Background: an optimization exercise with open tools, aiming at small area. Do not read the settings as production practice.
In this exercise RTL edits were held to simulation tests only and were not proved equivalent to the original.
No activity file was given, so power comes from the tool's default toggle rates.

== old ==
## Top_project
module Top_project (
    input clk,
    input reset,
    input [1:0] sw,
    input btnL,
    btnR,
    btnU,
    btnD,
    input rx,
    output tx,
    output [3:0] led,
    output [3:0] fnd_comm,
    output [7:0] fnd_font
);
==> flow/config.mk <==
export PLATFORM = sky130hd
export DESIGN_NAME = Top_project
export DESIGN_NICKNAME = Top_project
export VERILOG_FILES = /design/flow/design.v
export SDC_FILE = /design/flow/constraint.sdc
export NUM_CORES = 4
export LEC_CHECK = 0
export CAP_MARGIN = 20
export CORE_MARGIN = 2
export CORE_UTILIZATION = 40
export SLEW_MARGIN = 20
==> flow/constraint.sdc <==
create_clock -name core_clock -period 12.0 [get_ports {clk}]
set_input_delay 2.4000 -clock core_clock [delete_from_list [all_inputs] [get_ports {clk}]]
set_output_delay 2.4000 -clock core_clock [all_outputs]
set_load 0.01 [all_outputs]
standard.sh (not shown) runs the stock make flow with config.mk's settings and CLKGATE_MAP_FILE= SYNTH_SCRIPT=/design/flow/synth_recipe.tcl, a recipe that flattens the netlist after the stock synthesis.
==> flow/flow/run.sh <==
#!/bin/bash
# The standard layout flow (standard.sh, unchanged synthesis), with:
# - port buffers of the smallest buffer cell,
# - a clock tree of clkbuf_4 without dummy loads.
bash standard.sh \
  "BUFFER_PORTS_ARGS=-buffer_cell sky130_fd_sc_hd__buf_1" \
  "CTS_ARGS=-sink_clustering_enable -repair_clock_nets -buf_list sky130_fd_sc_hd__clkbuf_4 -dont_use_dummy_load" \
  finish > standard.log 2>&1
For new, these inputs were changed with respect to old:
-- flow/design.v --
<<< old, line 18
    assign led = {mode & sw[0], mode & ~sw[0], ~mode & sw[0], ~mode & ~sw[0]};
    reg [1:0] cq;
    wire bc0 = ~bc[4] & ~bc[3] & ~bc[2] & ~bc[1] & ~bc[0];
    wire first = (cq == 2'd0) & bc0;
    always @(posedge clk, posedge reset) begin
        if (reset) cq <= 2'd0;
>>> new, line 18
    assign led = {mode & sw[0], mode & ~sw[0], ~mode & sw[0], ~mode & ~sw[0]};
    reg [1:0] cq;
    wire first = (cq == 2'd0) & (bc == 6'd0);
    always @(posedge clk, posedge reset) begin
        if (reset) cq <= 2'd0;
<<< old, line 36
        else sel <= {sel[2] ^ (t16 & sel[1] & sel[0]), sel[1] ^ (t16 & sel[0]), sel[0] ^ t16};
    end
    wire bc_wrap = ~bc[5] & bc[4] & bc[3] & ~bc[2] & ~bc[1] & bc[0];   
    always @(posedge clk, posedge reset) begin
        if (reset) bc <= 6'd0;
        else bc <= {6{~bc_wrap}} & {bc[4:0], ~(bc[5] ^ bc[4])};
    end
    wire tick = (cq != 2'd0) & bc0;
    wire bc1 = ~bc[5] & ~bc[4] & ~bc[3] & ~bc[2] & ~bc[1] & bc[0];
    wire bc4 = ~bc[5] & ~bc[4] & bc[3] & bc[2] & bc[1] & bc[0];
    wire bc5 = bc[4] & bc[3] & bc[2] & bc[1] & bc[0];
    reg [3:0] rh;
    reg rl3;
    reg [2:0] rlo;
    wire [3:0] rl = {rl3, rlo};
    reg [7:0] rdata;
    wire r_idle = ~rl3 & (rh == 4'd0);
    wire r_end = tick & rh[3] & rh[1] & ~rl[3] & rl[2] & rl[1] & rl[0];
    wire rl15 = &rl;
>>> new, line 35
        else sel <= {sel[2] ^ (t16 & sel[1] & sel[0]), sel[1] ^ (t16 & sel[0]), sel[0] ^ t16};
    end
    wire bc_top = bc[5] & bc[4] & bc[2] & bc[0];   
    always @(posedge clk, posedge reset) begin
        if (reset) bc <= 6'd0;
        else if (bc_top) bc <= 6'd0;
        else bc <= bc + 6'd1;
    end
    wire bc_lo0 = ~bc[5] & ~bc[4] & ~bc[3];
    wire tick = (cq != 2'd0) & bc_lo0 & ~bc[2] & ~bc[1] & ~bc[0];
    wire bc4 = bc_lo0 & bc[2] & ~bc[1] & ~bc[0];
    wire bc5 = bc_lo0 & bc[2] & ~bc[1] & bc[0];
    wire bc1 = bc_lo0 & ~bc[2] & ~bc[1] & bc[0];
    reg [3:0] rh, rl;
    reg [7:0] rdata;
    wire r_idle = ~rl[3] & (rh == 4'd0);
    wire r_end = tick & rh[3] & rh[1] & ~rl[3] & rl[2] & rl[1] & rl[0];
    wire rl15 = &rl;
<<< old, line 57
        if (reset) begin
            rh <= 4'd0;
            rl3 <= 1'b0;
        end else if (r_idle) begin
            rl3 <= ~rx;
        end else if (r_end) begin
            rh <= 4'd0;
            rl3 <= 1'b0;
        end else if (tick) begin
            rl3 <= rl3 ^ (&rlo);
            if (rl15) rh <= rh + 4'd1;
        end
    end
    always @(posedge clk) begin
        if (r_idle | r_end) rlo <= 3'd0;
        else if (tick) rlo <= rlo + 3'd1;
    end
    always @(posedge clk) begin
>>> new, line 55
        if (reset) begin
            rh <= 4'd0;
            rl <= 4'd0;
        end else if (r_idle) begin
            rl[3] <= ~rx;
        end else if (r_end) begin
            rh <= 4'd0;
            rl <= 4'd0;
        end else if (tick) begin
            rl <= rl + 4'd1;
            if (rl15) rh <= rh + 4'd1;
        end
    end
    always @(posedge clk) begin
<<< old, line 95
        end
    end
    always @(posedge clk, posedge reset) begin
        if (reset) tl <= 4'd0;
        else if (r_end) tl <= 4'd0;
        else if (tick & ~t_idle) tl <= tl + 4'd1;
    end
    always @(posedge clk) begin
        if (r_end) tp <= 3'd0;
        else if (t_read) tp <= tp + 3'd1;
>>> new, line 89
        end
    end
    always @(posedge clk) begin
        if (r_end) tl <= 4'd0;
        else if (tick & ~t_idle) tl <= tl + 4'd1;
        if (r_end) tp <= 3'd0;
        else if (t_read) tp <= tp + 3'd1;
[summary]
[compare] base=old new=new: post-synthesis sequential element count shows no meaningful change, maximum clock frequency shows a reduction of about 7.5%, smallest setup slack after layout shows a reduction of 540 ps.
Number of buffers other than clock buffers in the final layout: old and new compared, higher one is old
Compared with old, new shows a higher power consumption.
The run showing the smaller worst relative slew slack is new.
Of old and new, the run reporting the lower via count was old.
Changes observed in new relative to old: design area comparable, global-route track usage on met2 now larger, synthesized cell count now larger.
Diff old..new | post-route core utilization | negligible
new: multiplexer area fraction after synthesis is 1.1 points lower than what old reported.
new vs old, end point of the critical path: fnd_font[6] vs fnd_font[3]
Sort old and new by wire length, ascending, and old comes first.

-- afterwards: timing with drivers on the ports --
Ports are ideal in the flow. The routed layouts listed here were re-timed in OpenROAD. Step 1, drivers: a clkbuf_16 drives clk and a buf_2 each remaining input, both assumed. Step 2 moves the port delays by t, midway between the first and last clock arrival at a register: inputs arrive t later, outputs are due t later. That takes back most of the time a late clock gives input paths. Slacks: ideal / step 1 / step 2; pairs: ideal / step 1.
run	t, ns	setup slack, ns	worst hold slack (ns)	worst slew at a driven data input, ns
old	0.541	5.327 / 5.299 / 5.299	0.463 / 0.463 / 0.463	0.04
new	0.538	4.788 / 4.761 / 4.761	0.478 / 0.478 / 0.478	0.04
After both steps setup and hold are still met in every run listed. The setup slack of old, which loses most, moves by -0.028 ns with the drivers and by -0.028 ns with both steps.
